What follows belongs to an exercise in optimizing a design on an open flow for small area; a production flow would make more cautious choices.
Function was checked by simulation only, so behaviour that the tests miss may differ from the original.
No activity file was given, so power comes from the tool's default toggle rates.

File: flow/design.v
module ClockDivider100(
	input clk,
	input reset,
	output tick,
	output [4:0] band,   
	output v99,
	output v0
);
	reg [5:0] cnt;
	reg [2:0] q5;    
	reg [2:0] bj;    
	assign tick = (cnt[3:0] == 4'd0);
	wire p19 = cnt[5] & cnt[4] & q5[2] & ~q5[0];
	wire p1  = ~cnt[5] & cnt[4] & ~q5[1] & q5[0];
	assign band[0] = ~bj[2] & ~bj[0];
	assign band[1] = ~bj[1] &  bj[0];
	assign band[2] = ~bj[2] &  bj[1];
	assign band[3] =  bj[2] &  bj[0];
	assign band[4] =  bj[1] & ~bj[0];
	assign v99     =  bj[2] & ~bj[1];
	assign v0 = band[0] & p1;
	always @(posedge clk)
		if (reset) begin
			cnt <= 6'd16; q5 <= 3'b001; bj <= 3'b000;
		end else begin
			cnt <= cnt + 6'd1;
			q5 <= {q5[1] & q5[0], q5[0], ~q5[2]};
			if (tick & (p19 | v99)) bj <= {bj[1:0], ~bj[2]};
		end
endmodule
module RockPaperScissorCases(
	input  [4:0] dc,
	input  [3:0] wr,
	input  [3:0] lr,
	output [9:0] LEDR,
	output [6:0] a0, a1, a2, a3, a4, a5
);
	localparam C_BLANK = 4'd0,
	           C_P0 = 4'd1,
	           C_P1 = 4'd2,
	           C_P2 = 4'd3,
	           C_P3 = 4'd4,
	           C_P4 = 4'd5,
	           C_RT = 4'd6,
	           C_RL = 4'd7,
	           C_IW0 = 4'd8,
	           C_IT0 = 4'd9,
	           C_IL0 = 4'd10,
	           C_IW1 = 4'd12,
	           C_IT1 = 4'd13,
	           C_IL1 = 4'd14;
	wire rw = dc[4];
	wire [3:0] c = dc[3:0];
	wire ci = ~rw & (c == C_IW0 || c == C_IT0 || c == C_IL0 || c == C_IW1 || c == C_IT1 || c == C_IL1);
	function [6:0] seg;
		input [3:0] n;
		reg w, x, y, z;
		begin
			{w, x, y, z} = n;
			seg[0] = w | y | x & z | ~x & ~z;
			seg[1] = ~x | ~y & ~z | y & z;
			seg[2] = x | ~y | z;
			seg[3] = w | ~x & ~z | ~x & y | y & ~z | x & ~y & z;
			seg[4] = ~x & ~z | y & ~z;
			seg[5] = w | ~y & ~z | x & ~y | x & ~z;
			seg[6] = w | x & ~y | ~x & y | y & ~z;
		end
	endfunction
	wire [41:0] w =
		({42{rw}} & {7'd0, 7'd0, 7'd62, 7'd62, 7'd6, 7'd55}) |
		({42{~rw & c == C_P0}} & {7'd0,   7'd0,   7'd49,  7'd63,  7'd57,  7'd57}) |
		({42{~rw & c == C_P1}} & {7'd0,   7'd115, 7'd119, 7'd115, 7'd121, 7'd49}) |
		({42{~rw & c == C_P2}} & {7'd109, 7'd57,  7'd6,   7'd109, 7'd63,  7'd49}) |
		({42{~rw & c == C_P3}} & {7'd56,  7'd6,   7'd109, 7'd119, 7'd49,  7'd94}) |
		({42{~rw & c == C_P4}} & {7'd0,   7'd109, 7'd115, 7'd63,  7'd57,  7'd57}) |
		({42{~rw & (c == C_IW0 || c == C_IW1)}} & {7'd0, 7'd0, 7'd0, 7'd62, 7'd64, 7'd55}) |
		({42{~rw & (c == C_RT || c == C_IT0 || c == C_IT1)}} & {7'd0, 7'd0, 7'd0, 7'd78, 7'd6, 7'd121}) |
		({42{~rw & (c == C_RL || c == C_IL0 || c == C_IL1)}} & {7'd0, 7'd0, 7'd6, 7'd63, 7'd109, 7'd109});
	wire lsh = ci & (lr < 4'd10);
	wire wsh = ci & (wr < 4'd10);
	assign a0 = lsh ? seg(lr) : w[6:0];
	assign a1 = ci ? 7'd64 : w[13:7];
	assign a2 = wsh ? seg(wr) : w[20:14];
	assign a3 = ci ? 7'd0 : w[27:21];
	assign a4 = w[34:28];
	assign a5 = w[41:35];
	wire pos0 = ~rw & (c == C_P0 || c == C_P1 || c == C_P2 || c == C_P3 || c == C_P4 ||
	                   c == C_RT || c == C_IW1 || c == C_IT1 || c == C_IL1);
	wire all = rw & (c == 4'd10 || c == 4'd11 || c == 4'd12);
	genvar k;
	generate for (k = 0; k < 10; k = k + 1) begin : g_led
		if (k == 9) assign LEDR[k] = all | pos0 | (rw & c == 4'd0);
		else assign LEDR[k] = all | (rw & c == 4'd9 - k);
	end endgenerate
endmodule
module RockPaperScissor(
	input        MAX10_CLK1_50,
	input        reset,
	output [7:0] HEX0,
	output [7:0] HEX1,
	output [7:0] HEX2,
	output [7:0] HEX3,
	output [7:0] HEX4,
	output [7:0] HEX5,
	input  [1:0] KEY,
	output [9:0] LEDR,
	input  [9:0] SW
);
	wire clk = MAX10_CLK1_50;
	wire on = SW[0];
	wire restart = ~KEY[1];
	localparam C_BLANK = 4'd0,
	           C_P0 = 4'd1,
	           C_P1 = 4'd2,
	           C_P2 = 4'd3,
	           C_P3 = 4'd4,
	           C_P4 = 4'd5,
	           C_RT = 4'd6,
	           C_RL = 4'd7,
	           C_IW0 = 4'd8,
	           C_IT0 = 4'd9,
	           C_IL0 = 4'd10,
	           C_IW1 = 4'd12,
	           C_IT1 = 4'd13,
	           C_IL1 = 4'd14;
	localparam S_IDLE = 2'd2, S_PICK = 2'd0, S_DISP = 2'd1, S_RES = 2'd3;
	wire tick, v99, v0;
	wire [4:0] band;
	ClockDivider100 u_div(.clk(clk), .reset(reset), .tick(tick), .band(band), .v99(v99), .v0(v0));
	reg [1:0] st;
	reg [8:0] rd;      
	reg [1:0] rs;      
	reg [3:0] wr, lr;  
	reg pend;
	reg cu2;           
	reg [2:0] cu5;     
	reg [3:0] cd;      
	reg [4:0] dc;      
	wire [4:0] m = rd[4:0];    
	wire win  = band[0] & (m[1] | m[4]) | band[1] & (m[2] | m[3]) | band[2] & (m[0] | m[4]) |
	            band[3] & (m[0] | m[2]) | band[4] & (m[1] | m[3]);
	wire tie  = band[0] & m[0] | band[1] & m[1] | band[2] & m[2] | band[3] & m[3] | band[4] & m[4];
	wire loss = band[0] & (m[2] | m[3]) | band[1] & (m[0] | m[4]) | band[2] & (m[1] | m[3]) |
	            band[3] & (m[1] | m[4]) | band[4] & (m[0] | m[2]);
	wire wshow = win | band[1] & m[0];    
	wire go = on & ~v0;
	wire upd = (st == S_PICK) & go & ~v99;
	wire winc = upd & win, linc = upd & loss;
	wire [3:0] yw = (pend | upd & ~win & restart) ? 4'd0 : wr;
	wire [3:0] yl = (pend | upd & ~loss & restart) ? 4'd0 : lr;
	wire cu9 = cu2 & (cu5 == 3'b110);
	wire cu0 = ~cu2 & (cu5 == 3'b000);
	wire cu1 = cu2 & (cu5 == 3'b001);
	wire wrap = (cd == 4'd12) & cu1;
	wire [3:0] c = dc[3:0];
	wire rw = dc[4];
	wire isw = rw | c == C_IW0 | c == C_IW1;
	wire ist = ~rw & (c == C_RT | c == C_IT0 | c == C_IT1);
	wire isi = ~rw & (c == C_IW0 | c == C_IT0 | c == C_IL0 | c == C_IW1 | c == C_IT1 | c == C_IL1);
	wire [3:0] pcls = band[0] ? C_P0 : band[1] ? C_P1 : band[2] ? C_P2 : band[3] ? C_P3 : C_P4;
	always @(posedge clk)
		if (reset) begin
			st <= S_IDLE; wr <= 4'd0; lr <= 4'd0; pend <= 1'b0; rd <= 9'd0; rs <= 2'd0;
			cu2 <= 1'b0; cu5 <= 3'b000; cd <= 4'd0; dc <= {1'b0, C_BLANK};
		end else if (tick) begin
			pend <= (st == S_IDLE) ? restart : upd ? 1'b0 : pend | restart;
			if ((st == S_IDLE) | upd) begin
				wr <= yw + {3'd0, winc};
				lr <= yl + {3'd0, linc};
			end
			case (st)
				S_IDLE: begin
					dc <= {1'b0, isw ? C_IW0 : ist ? C_IT0 : C_IL0};
					if (on & (SW[1] | SW[2] | SW[3] | SW[4] | SW[5])) begin
						st <= S_PICK;
						rd[4:0] <= {SW[5] & ~SW[4] & ~SW[3] & ~SW[2] & ~SW[1],
						            SW[4] & ~SW[3] & ~SW[2] & ~SW[1],
						            SW[3] & ~SW[2] & ~SW[1],
						            SW[2] & ~SW[1],
						            SW[1]};
					end
				end
				S_PICK: begin
					if (~v99) dc <= {1'b0, pcls};
					else if (isi) dc <= {1'b0, isw ? C_IW1 : ist ? C_IT1 : C_IL1};
					if (go) begin
						st <= S_DISP; rd <= 9'd0;
						rs <= {tie, wshow};
					end
				end
				S_DISP: begin
					rd[4:0] <= rd[4:0] + 5'd1;
					if (&rd[4:0]) rd[8:5] <= rd[8:5] + 4'd1;
					if (on && rd > 9'd200) st <= S_RES;
				end
				default: begin  
					if (rs[0]) begin
						if (!(cd == 4'd10 && cu0)) dc <= {1'b1, cd};
						else if (!rw) dc <= {1'b1, 4'd0};
					end else if (rs[1]) dc <= {1'b0, C_RT};
					else dc <= {1'b0, C_RL};
					if (!on) st <= S_IDLE;
					else begin
						cu2 <= ~wrap & ~cu2;
						cu5 <= wrap ? 3'b000 : {cu5[1] & cu5[0], cu5[0], ~cu5[2]};
						cd <= wrap ? 4'd0 : cd + {3'd0, cu9};
					end
				end
			endcase
		end
	wire [6:0] a0, a1, a2, a3, a4, a5;
	RockPaperScissorCases u_out(.dc(dc), .wr(wr), .lr(lr), .LEDR(LEDR),
		.a0(a0), .a1(a1), .a2(a2), .a3(a3), .a4(a4), .a5(a5));
	assign HEX0 = {1'b1, ~a0};
	assign HEX1 = {1'b1, ~a1};
	assign HEX2 = {1'b1, ~a2};
	assign HEX3 = {1'b1, ~a3};
	assign HEX4 = {1'b1, ~a4};
	assign HEX5 = {1'b1, ~a5};
endmodule
File: flow/flow/run.sh
#!/bin/bash
# Layout flow: the standard flow (standard.sh) with its synthesis unchanged, then
#  1. the combinational logic of the synthesised netlist mapped again by ABC for area
#     (deep AIG optimisation from eight seeds, keeping the smallest result whose
#     delay estimate leaves margin),
#     (flip-flops kept as they are, same cells and names);
#  2. the rest of the standard flow from that netlist, with port buffers of
#     sky130_fd_sc_hd__buf_1 (the default picks clkdlybuf4s50_1) and a clock tree
#     without dummy loads.
#  3. one tie cell for all constant outputs (SKIP_REPAIR_TIE_FANOUT), not one per output.
# Every port but a constant output still gets its buffer; the clock reaches every register through buffers.
# Each tool's output goes to a log file of its own in this folder.
set -euo pipefail
WORK=$(pwd)
R=$WORK/orfs/results/$FLOW_PLATFORM/RockPaperScissor/base
LIB=$FLOW_HOME/platforms/sky130hd/lib/sky130_fd_sc_hd__tt_025C_1v80.lib
YOSYS=$FLOW_HOME/../tools/install/yosys/bin/yosys
export SKIP_REPAIR_TIE_FANOUT=1
export BUFFER_PORTS_ARGS="-buffer_cell sky130_fd_sc_hd__buf_1"
export CTS_ARGS="-sink_clustering_enable -repair_clock_nets -dont_use_dummy_load"

# 1. standard synthesis
bash standard.sh synth > flow_synth.log 2>&1
cp $R/1_2_yosys.v $WORK/synth_standard.v

# 2. map the combinational logic again
mkdir -p $WORK/remap
python3 $WORK/flow/mkmodels.py $LIB $WORK/remap > $WORK/remap/mkmodels.log 2>&1
# the platform's don't-use cells
DU="-dont_use sky130_fd_sc_hd__probe_p_8 -dont_use sky130_fd_sc_hd__probec_p_8 -dont_use sky130_fd_sc_hd__lpflow_bleeder_1 -dont_use sky130_fd_sc_hd__lpflow_clkbufkapwr_1 -dont_use sky130_fd_sc_hd__lpflow_clkbufkapwr_16 -dont_use sky130_fd_sc_hd__lpflow_clkbufkapwr_2 -dont_use sky130_fd_sc_hd__lpflow_clkbufkapwr_4 -dont_use sky130_fd_sc_hd__lpflow_clkbufkapwr_8 -dont_use sky130_fd_sc_hd__lpflow_clkinvkapwr_1 -dont_use sky130_fd_sc_hd__lpflow_clkinvkapwr_16 -dont_use sky130_fd_sc_hd__lpflow_clkinvkapwr_2 -dont_use sky130_fd_sc_hd__lpflow_clkinvkapwr_4 -dont_use sky130_fd_sc_hd__lpflow_clkinvkapwr_8 -dont_use sky130_fd_sc_hd__lpflow_decapkapwr_12 -dont_use sky130_fd_sc_hd__lpflow_decapkapwr_3 -dont_use sky130_fd_sc_hd__lpflow_decapkapwr_4 -dont_use sky130_fd_sc_hd__lpflow_decapkapwr_6 -dont_use sky130_fd_sc_hd__lpflow_decapkapwr_8 -dont_use sky130_fd_sc_hd__lpflow_inputiso0n_1 -dont_use sky130_fd_sc_hd__lpflow_inputiso0p_1 -dont_use sky130_fd_sc_hd__lpflow_inputiso1n_1 -dont_use sky130_fd_sc_hd__lpflow_inputiso1p_1 -dont_use sky130_fd_sc_hd__lpflow_inputisolatch_1 -dont_use sky130_fd_sc_hd__lpflow_isobufsrc_1 -dont_use sky130_fd_sc_hd__lpflow_isobufsrc_16 -dont_use sky130_fd_sc_hd__lpflow_isobufsrc_2 -dont_use sky130_fd_sc_hd__lpflow_isobufsrc_4 -dont_use sky130_fd_sc_hd__lpflow_isobufsrc_8 -dont_use sky130_fd_sc_hd__lpflow_isobufsrckapwr_16 -dont_use sky130_fd_sc_hd__lpflow_lsbuf_lh_hl_isowell_tap_1 -dont_use sky130_fd_sc_hd__lpflow_lsbuf_lh_hl_isowell_tap_2 -dont_use sky130_fd_sc_hd__lpflow_lsbuf_lh_hl_isowell_tap_4 -dont_use sky130_fd_sc_hd__lpflow_lsbuf_lh_isowell_4 -dont_use sky130_fd_sc_hd__lpflow_lsbuf_lh_isowell_tap_1 -dont_use sky130_fd_sc_hd__lpflow_lsbuf_lh_isowell_tap_2 -dont_use sky130_fd_sc_hd__lpflow_lsbuf_lh_isowell_tap_4"
# ABC script: deep AIG optimisation with seed $1, then area mapping ($2 = map command)
remap() {
  local tag=$1 seed=$2 mapcmd=$3
  printf 'strash\n&get -n\n&deepsyn -T 30 -S %s\n&put\ndch -f\n%s\ntopo\nstime -p\n' "$seed" "$mapcmd" > $WORK/remap/$tag.abc
  $YOSYS -l $WORK/remap/$tag.log -p "
read_verilog $WORK/remap/comb_models.v
read_verilog $WORK/remap/seq_models.v
read_verilog $WORK/synth_standard.v
hierarchy -top $FLOW_TOP
flatten
opt_clean -purge
techmap
opt -purge
abc -liberty $LIB $DU -script $WORK/remap/$tag.abc
opt_clean -purge
hilomap -singleton -hicell sky130_fd_sc_hd__conb_1 HI -locell sky130_fd_sc_hd__conb_1 LO
opt_clean -purge
tee -o $WORK/remap/$tag.stat stat -liberty $LIB
write_verilog -noattr -nohex -nodec $WORK/remap/$tag.v
" > /dev/null
}
# eight seeds, four at a time; keep the smallest netlist whose ABC delay estimate is at
# most 2400 ps (the clock period is 5 ns, with 1 ns input and output delays)
for s in 1 2 3 4 5 6 7 8; do
  remap s$s $s amap &
  if (( s % 4 == 0 )); then wait; fi
done
wait
best=""; best_area=""
for s in 1 2 3 4 5 6 7 8; do
  area=$(sed -n "s/.*Chip area for module .* \([0-9.]*\)$/\1/p" $WORK/remap/s$s.stat | tail -1 || true)
  delay=$(grep -o "Delay = *[0-9.]* ps" $WORK/remap/s$s.log | tail -1 | grep -o "[0-9.]*" | head -1 || true)
  echo "seed $s area $area delay $delay" >> $WORK/flow_remap.log
  if [[ -n "$area" && -n "$delay" ]] && awk "BEGIN{exit !($delay <= 2400)}"; then
    if [[ -z "$best" ]] || awk "BEGIN{exit !($area < $best_area)}"; then best=s$s; best_area=$area; fi
  fi
done
if [[ -z "$best" ]]; then
  remap fallback 1 "map -D 1800"
  best=fallback
fi
echo "chosen $best" >> $WORK/flow_remap.log
cp $WORK/remap/$best.v $WORK/remap/remapped.v
cp $WORK/remap/remapped.v $R/1_2_yosys.v

# 3. the rest of the standard flow from the new netlist
bash standard.sh do-1_synth > flow_synth_odb.log 2>&1
bash standard.sh > flow_layout.log 2>&1
File: flow/flow/mkmodels.py
#!/usr/bin/env python3
"""Write Verilog models of the platform's standard cells from its liberty file:
comb_models.v with each combinational cell's function, seq_models.v with the
other cells (flip-flops, latches, ...) as black boxes.
usage: mkmodels.py LIB OUTDIR"""
import re, sys

lib = open(sys.argv[1]).read()
out = sys.argv[2]
comb, seq = [], []
for c in re.split(r'\n\s*cell\s*\(', lib)[1:]:
    name = c.split(')')[0].strip().strip('"')
    is_seq = re.search(r'\n\s*(ff|latch|statetable)\s*\(', c) is not None
    pins, seen = [], set()
    for m in re.finditer(r'\n\s*pin\s*\(\s*"?(\w+)"?\s*\)\s*\{', c):
        start = i = m.end()
        depth = 1
        while depth:
            depth += {'{': 1, '}': -1}.get(c[i], 0)
            i += 1
        pb = c[start:i]
        d = re.search(r'direction\s*:\s*"?(\w+)"?', pb)
        f = re.search(r'function\s*:\s*"([^"]*)"', pb)
        if m.group(1) not in seen:
            seen.add(m.group(1))
            pins.append((m.group(1), d.group(1) if d else None, f.group(1) if f else None))
    ins = [p for p, d, f in pins if d == 'input']
    outs = [(p, f) for p, d, f in pins if d == 'output']
    ports = ', '.join(ins + [p for p, f in outs])
    decl = ''.join('  input %s;\n' % p for p in ins)
    if is_seq or not outs or any(f is None or 'VPWR' in f for p, f in outs):
        decl += ''.join('  output %s;\n' % p for p, f in outs)
        seq.append('(* blackbox *)\nmodule %s(%s);\n%sendmodule\n' % (name, ports, decl))
    else:
        decl += ''.join('  output %s;\n  assign %s = %s;\n' % (p, p, f) for p, f in outs)
        comb.append('module %s(%s);\n%sendmodule\n' % (name, ports, decl))
open(out + '/comb_models.v', 'w').write('\n'.join(comb))
open(out + '/seq_models.v', 'w').write('\n'.join(seq))
File: flow/standard.sh
#!/bin/bash
# synth_recipe.tcl (not shown) runs the flow's synth.tcl, then flattens the netlist and writes it again
# the make line also repeats each setting of config.mk as NAME=value (left out here)
make -C /OpenROAD-flow-scripts/flow DESIGN_CONFIG=/design/flow/config.mk WORK_HOME=/design/flow/orfs CLKGATE_MAP_FILE= SYNTH_SCRIPT=/design/flow/synth_recipe.tcl "${@:-finish}"
File: flow/config.mk
export PLATFORM = sky130hd
export DESIGN_NAME = RockPaperScissor
export DESIGN_NICKNAME = RockPaperScissor
export VERILOG_FILES = /design/flow/design.v
export SDC_FILE = /design/flow/constraint.sdc
export NUM_CORES = 4
export LEC_CHECK = 0
export ABC_AREA = 1
export CAP_MARGIN = 20
export CORE_MARGIN = 2
export CORE_UTILIZATION = 30
export PLACE_DENSITY = 0.6
export SLEW_MARGIN = 20
File: flow/constraint.sdc
create_clock -name core_clock -period 5.0 [get_ports {MAX10_CLK1_50}]
set_input_delay 1.0000 -clock core_clock [delete_from_list [all_inputs] [get_ports {MAX10_CLK1_50}]]
set_output_delay 1.0000 -clock core_clock [all_outputs]
set_load 0.01 [all_outputs]
==> results.json, run 1 <==
{
  "clk_latency_ns": 0.30,
  "postCtsSetupRepairBufs": 0,
  "power.switching_mw": 0.4522,
  "slowest_stage": "dfxtp_1",
  "grt_overflow": 0,
  "cp_num_buf_inv": 5,
  "crit_chain": "clkinv_1 > buf_4 > nand3_1 > nand2_1 > a31oi_1 > o311ai_0 > nor2b_2 > inv_2 > nor2_2 > clkinv_1 > o21ai_0 > a31oi_1 > o21ai_1 > nor2_1 > nor2_1 > or3_1 > buf_1",
  "drtAntennaViolNets": 0,
  "grt_usage_pct": 14.68,
  "syn_nets": 410,
  "design.core.area_mm2": 0.008636,
  "cp-start-kind": "flop",
  "dr.pass1.iters": 4,
  "wl_um": 7140,
  "htreeDepth": 2,
  "yosysWarnings": 3,
  "path_clk_slew_ns": 0.07,
  "cts_max_path_buffers": 2,
  "numPortBuffers": 59,
  "initial_core_util_pct": 30.64,
  "grt_max_degree": 19,
  "antenna_found_initial": 0,
  "cts_tree": "yes",
  "hold_path_class": "flop to flop",
  "power_mw": 1.078,
  "wl_per_cell_um": 12.53,
  "drive_gt1_share_pct": 2.814,
  "ir_drop_mv": 0.1286,
  "swShare_pct": 41.96,
  "hold_viol_final": 0,
  "hpwl_um": 5616,
  "arrival_ns": 3.58,
  "crit_fanout": 10,
  "status": "complete, no violations",
  "stdcell_area_mm2": 0.003104,
  "slew_viol_final": 0,
  "clock-sinks": 47,
  "ctsResizeCount": 0,
  "num_antenna_cells": 0,
  "crit_required_ns": 4.00,
  "rsz0062_at_grt": "false",
  "cp-end-kind": "output pin",
  "min_period_over_period_pct": 91.70,
  "fmax_mhz": 218.1,
  "max_cap_viol_count": 0,
  "avgSynthCellArea_um2": 6.683,
  "drt_iter0_drc": 103,
  "die_w_um": 97.92,
  "finalCriticalPeriod_ns": 4.585,
  "place.gp.congestion": 0.9209,
  "tns_ns": 0,
  "intPower_mw": 0.6254,
  "viasPerCell": 5.168,
  "root_buffer": "clkbuf_8",
  "seq_power_share_pct": 37.7,
  "die_h_um": 97.92,
  "critPathTopFamily": "simple AND/OR/NAND/NOR gates",
  "p_per_area_mw_per_mm2": 347.1,
  "p_leak_nw": 0.9926,
  "clock_skew_ns": 0.01107,
  "area_growth_pct": 17.31,
  "postCtsHoldBufs": 0,
  "rows": 34,
  "timing_worst_setup_path_type": "flop to output pin",
  "synthCells": 396,
  "tightestPinTransition_ns": 0.9091,
  "dieArea_mm2": 0.009588,
  "nets": 478,
  "pwr-share-clk_pct": 19.0,
  "routed-via-count": 2946,
  "synth_area_mm2": 0.002646,
  "maxSlewHeadroom_pct": 39.40,
  "grt_pass1_vias": 2642,
  "critPathMaxStageDelay_ns": 0.56,
  "grt_pass1_wl_um": 11970,
  "cts_made_buffers": 5,
  "power_frac_comb_pct": 43.2,
  "setup_violations": 0,
  "drc": 0,
  "io-pin-count": 72,
  "placed_area_mm2": 0.003018
}
## flip-flops by register name (all words and copies together) (netlist names)
| signal | cells |
|---|---|
| wr | 4 |
| cd | 4 |
| st | 2 |
| rd | 9 |
| u_div.cnt | 6 |
| cu2 | 1 |
| dc | 5 |
| lr | 4 |
| rs | 2 |
| u_div.q5 | 3 |
| pend | 1 |
| cu5 | 3 |
| u_div.bj | 3 |
## path summary, 6_finish.rpt
path / startpoint / end / slack, ns / depth (start not counted)
max: dc[4]$_SDFFE_PP0P_ / HEX1[1] / 0.42 / 17
min: u_div.q5[2]$_SDFF_PP0_ / u_div.q5[0]$_SDFF_PP1_ / 0.39 / 1
max reg2reg: dc[4]$_SDFFE_PP0P_ / dc[1]$_SDFFE_PP0P_ / 1.69 / 17
min reg2reg: u_div.q5[2]$_SDFF_PP0_ / u_div.q5[0]$_SDFF_PP1_ / 0.39 / 1
## layer usage
layer	track usage, %	part of all wire [%]	up-vias
met4	4.487	1.2	0
met5	0	0	-
met3	2.863	5.4	8
met2	23.87	44	83
li1	-	-	1526
met1	19.72	49	1329
## metrics by stage
stage | util (%) | std cells | worst slack (ns) | hold slack (ns)
after floorplan | - | 396 | 0.6318 | 0.3664
after global placement | 34.95 | 565 | 0.5005 | 0.3709
after detailed placement | 34.95 | 565 | 0.4852 | 0.3770
after CTS | 35.74 | 570 | 0.1496 | 0.3955
after global routing | 35.95 | 570 | 0.06219 | 0.4377
final | 35.95 | 570 | 0.4150 | 0.3904
## area by class of cell
cell class,instances,area (um2)
Sequential cell,47,940.9
Clock buffer,5,68.82
Timing Repair Buffer,61,236.5
Inverter,69,259.0
Fill cell,963,5532
Tap cell,108,135.1
Multi-Input combinational cell,280,1464
## worst reg2reg max path, delay by kind of cell (launching register included)
family	cells	cell delay, ns
DFF	1	0.56
buffers and inverters	4	0.56
and+or+nand+nor	6	0.88
AOI/OAI and AO/OA	7	1.17
## power groups by stage
stage | Sequential (mW) | Clock, mW | Combinational (mW)
final | 0.407 | 0.205 | 0.466
after global routing | 0.410 | 0.227 | 0.517
after CTS | 0.407 | 0.210 | 0.460
after detailed placement | 0.416 | 0 | 0.458
after global placement | 0.416 | 0 | 0.458
after floorplan | 0.411 | 0 | 0.306
## layout by cell type (no fill, tap or decap), types with 2 or more instances in the layout
cell type / count
nor2_2: 2
nor4_1: 4
nor3_2: 2
clkbuf_8: 5
a22oi_1: 3
a221oi_1: 4
buf_1: 59
o32ai_1: 8
nand2_1: 32
nor2_1: 89
o22ai_1: 9
nand2b_1: 2
dfxtp_1: 47
o21ai_0: 32
nand3_1: 8
nor3_1: 18
a21oi_1: 15
or2_0: 3
o2111a_1: 2
a31oi_1: 9
nand4_1: 4
clkinv_1: 68
buf_4: 2
o221ai_1: 3
o31ai_1: 3
a211oi_1: 10
a311oi_1: 3
==> run 2, diff against run 1 <==
--- a/flow/config.mk
+++ b/flow/config.mk
@@ -6,8 +6,8 @@
 export NUM_CORES = 4
 export LEC_CHECK = 0
 export ABC_AREA = 1
-export CAP_MARGIN = 20
+export CAP_MARGIN = 0
 export CORE_MARGIN = 2
 export CORE_UTILIZATION = 30
 export PLACE_DENSITY = 0.6
-export SLEW_MARGIN = 20
+export SLEW_MARGIN = 0
==> results.json, run 2 <==
{
  "cts_max_path_buffers": 2,
  "p_leak_nw": 0.9963,
  "drive_gt1_share_pct": 1.290,
  "reg2reg_from": "u_div.cnt[0]$_SDFF_PP0_",
  "hold_path_class": "flop to flop",
  "final_cells": 573,
  "postCtsHoldBufs": 0,
  "wl_per_cell_um": 12.62,
  "timing_worst_setup_path_type": "flop to output pin",
  "r2r_slack_ns": 1.57,
  "clk_latency_ns": 0.31,
  "dr.pass1.iters": 4,
  "io-pin-count": 72,
  "num-fill-cells": 954,
  "avgSynthCellArea_um2": 6.625,
  "cts_tree": "yes",
  "slew_viol_final": 0,
  "numPortBuffers": 59,
  "min_period_over_period_pct": 86.34,
  "arrival_ns": 3.32,
  "grt_overflow": 0,
  "grt_util_met2_pct": 25.45,
  "status": "complete, no violations",
  "dp_slack_ns": 1.097,
  "design.core.area_mm2": 0.008636,
  "grtUsageMet3_pct": 3.293,
  "path_clk_slew_ns": 0.08,
  "power_mw": 1.062,
  "intPower_mw": 0.6153,
  "num_antenna_cells": 0,
  "root_buffer": "clkbuf_8",
  "grtUsageMet1_pct": 19.56,
  "nets": 481,
  "final_util_pct": 35.70,
  "clock-sinks": 47,
  "tightestPinTransition_ns": 1.033,
  "routed-via-count": 2962,
  "clock_skew_ns": 0.01697,
  "rows": 34,
  "maxSlewHeadroom_pct": 30.51,
  "crit_fanout": 10,
  "grt_pass1_wl_um": 12190,
  "initial_core_util_pct": 30.69,
  "placed_area_mm2": 0.003014,
  "regArea_um2": 940.9,
  "grt_max_degree": 18,
  "ctsResizeCount": 0,
  "pwr-share-clk_pct": 19.6,
  "swShare_pct": 42.07,
  "timing.rr.end": "cd[3]$_SDFFE_PP0P_",
  "multi_input_area_mm2": 0.001469,
  "fmax_mhz": 231.7,
  "reg.largest.list": "rd x9, u_div.cnt x6, dc x5",
  "viasPerCell": 5.169,
  "p_per_area_mw_per_mm2": 344.5,
  "mostFrequentLayoutCell": "nor2_1",
  "cp-start-kind": "flop",
  "synth_area_mm2": 0.002650,
  "syn_nets": 414,
  "area_growth_pct": 16.34,
  "die_w_um": 97.99,
  "cp-end-kind": "output pin",
  "antenna_found_initial": 0,
  "power.switching_mw": 0.4468,
  "htreeDepth": 2,
  "power_frac_comb_pct": 42.0,
  "hold_path.startpoint": "u_div.q5[2]$_SDFF_PP0_",
  "final.setup.worst_slack_ns": 0.6832,
  "layout_common_cells": "95 x nor2_1, 64 x clkinv_1, 59 x buf_1, 47 x dfxtp_1, 38 x nand2_1",
  "rsz0062_at_grt": "false",
  "drc": 0,
  "postCtsSetupRepairBufs": 0,
  "tns_ns": 0,
  "cts_made_buffers": 5,
  "largest_reg_flops": 9,
  "grt_pass1_vias": 2660,
  "dp_cells": 568,
  "setup_violations": 0,
  "rr_worst_depth": 11,
  "yosysWarnings": 3,
  "dieArea_mm2": 0.009601,
  "max_cap_viol_count": 0,
  "min_path_cells": 1,
  "hold_path_end": "u_div.q5[0]$_SDFF_PP1_",
  "stdcell_area_mm2": 0.003083,
  "drtAntennaViolNets": 0,
  "wl_um": 7232,
  "synthCells": 400,
  "grt_usage_pct": 15.01,
  "hpwl_um": 5701,
  "fin_hold_ws_ns": 0.4012,
  "crit_required_ns": 4.00,
  "place.gp.congestion": 0.8824,
  "ir_drop_mv": 0.1263,
  "hold_viol_final": 0,
  "largest_register": "rd",
  "die_h_um": 97.99,
  "drt_iter0_drc": 182,
  "seq_power_share_pct": 38.4,
  "grt.busiest_layer": "met2",
  "finalCriticalPeriod_ns": 4.317
}
run 2: changes by cell type in the layout (fill, tap and decap cells not counted), sizes merged, moves of 3 or more:
cell	change
a31oi	-3
or3	+5
a311oi	-3
a211oi	+3
clkinv	-4
and3	+4
nor2	+4
or2	-3
a21oi	-3
nand2	+6
nand4	-3
run 2: worst max path at each step:
stage	startpoint	endpoint	slack (ns)
after floorplan	dc[4]$_SDFFE_PP0P_	HEX1[1]	1.47
after global placement	dc[4]$_SDFFE_PP0P_	HEX2[5]	1.11
after detailed placement	dc[4]$_SDFFE_PP0P_	HEX2[5]	1.10
after CTS	dc[4]$_SDFFE_PP0P_	HEX2[5]	0.75
after global routing	dc[4]$_SDFFE_PP0P_	HEX2[5]	0.39
final	dc[4]$_SDFFE_PP0P_	HEX2[5]	0.68
run 2: cell type report:
class                   count  share of cell area, %
clock buffers               5                  2.232
inverters                  64                  7.792
multi-input cells         289                  47.65
flip-flops and latches     47                  30.52
well taps                 108                  4.383
repair buffers             60                  7.427
run 2: worst max-delay path: stages, from the launching register on:
cell	delay [ns]
dfxtp_1	0.58
clkinv_1	0.37
nand2_1	0.16
nor2_1	0.07
nand2_1	0.09
clkinv_1	0.11
nor2_1	0.24
o21ai_0	0.23
a211oi_1	0.54
clkinv_1	0.24
o21ai_0	0.21
buf_1	0.18
run 2: routing by layer:
layer	up-vias	wire length, um
met5	-	0
li1	1544	-
met3	9	464
met4	0	86
met2	93	3221
met1	1316	3460
run 2: power by group through the flow:
stage | Combinational (mW) | Clock (mW) | Sequential (mW)
after global placement | 0.440 | 0 | 0.416
after detailed placement | 0.443 | 0 | 0.417
after floorplan | 0.294 | 0 | 0.411
final | 0.446 | 0.208 | 0.408
after CTS | 0.444 | 0.215 | 0.408
after global routing | 0.498 | 0.234 | 0.411

[what the ideal ports hide]
The flow's constraints put no driver on any port. The routed layouts listed below were extracted and timed again, unchanged, in two steps. Step 1, drivers: a clkbuf_16 drives MAX10_CLK1_50 and a buf_2 each remaining input, both assumed. Step 2 adds t to the input delays and takes it off the output delays; t is the mean of the earliest and latest rising clock arrival at the registers after step 1. Input paths then give back, and output paths get back, about the clock's delay inside the block. Slacks: ideal / step 1 / step 2; pairs: ideal / step 1.
run | t (ns) | slack for setup (ns) | slew at the worst register clock pin (ns) | worst data-port slew with drivers (ns) | cell pins on the clock port's net
run 1 | 0.320 | 0.415 / 0.389 / 0.709 | 0.09 / 0.09 | 0.03 | 1
run 2 | 0.324 | 0.683 / 0.657 / 0.981 | 0.09 / 0.09 | 0.03 | 1
After both steps every run listed still meets setup and hold.
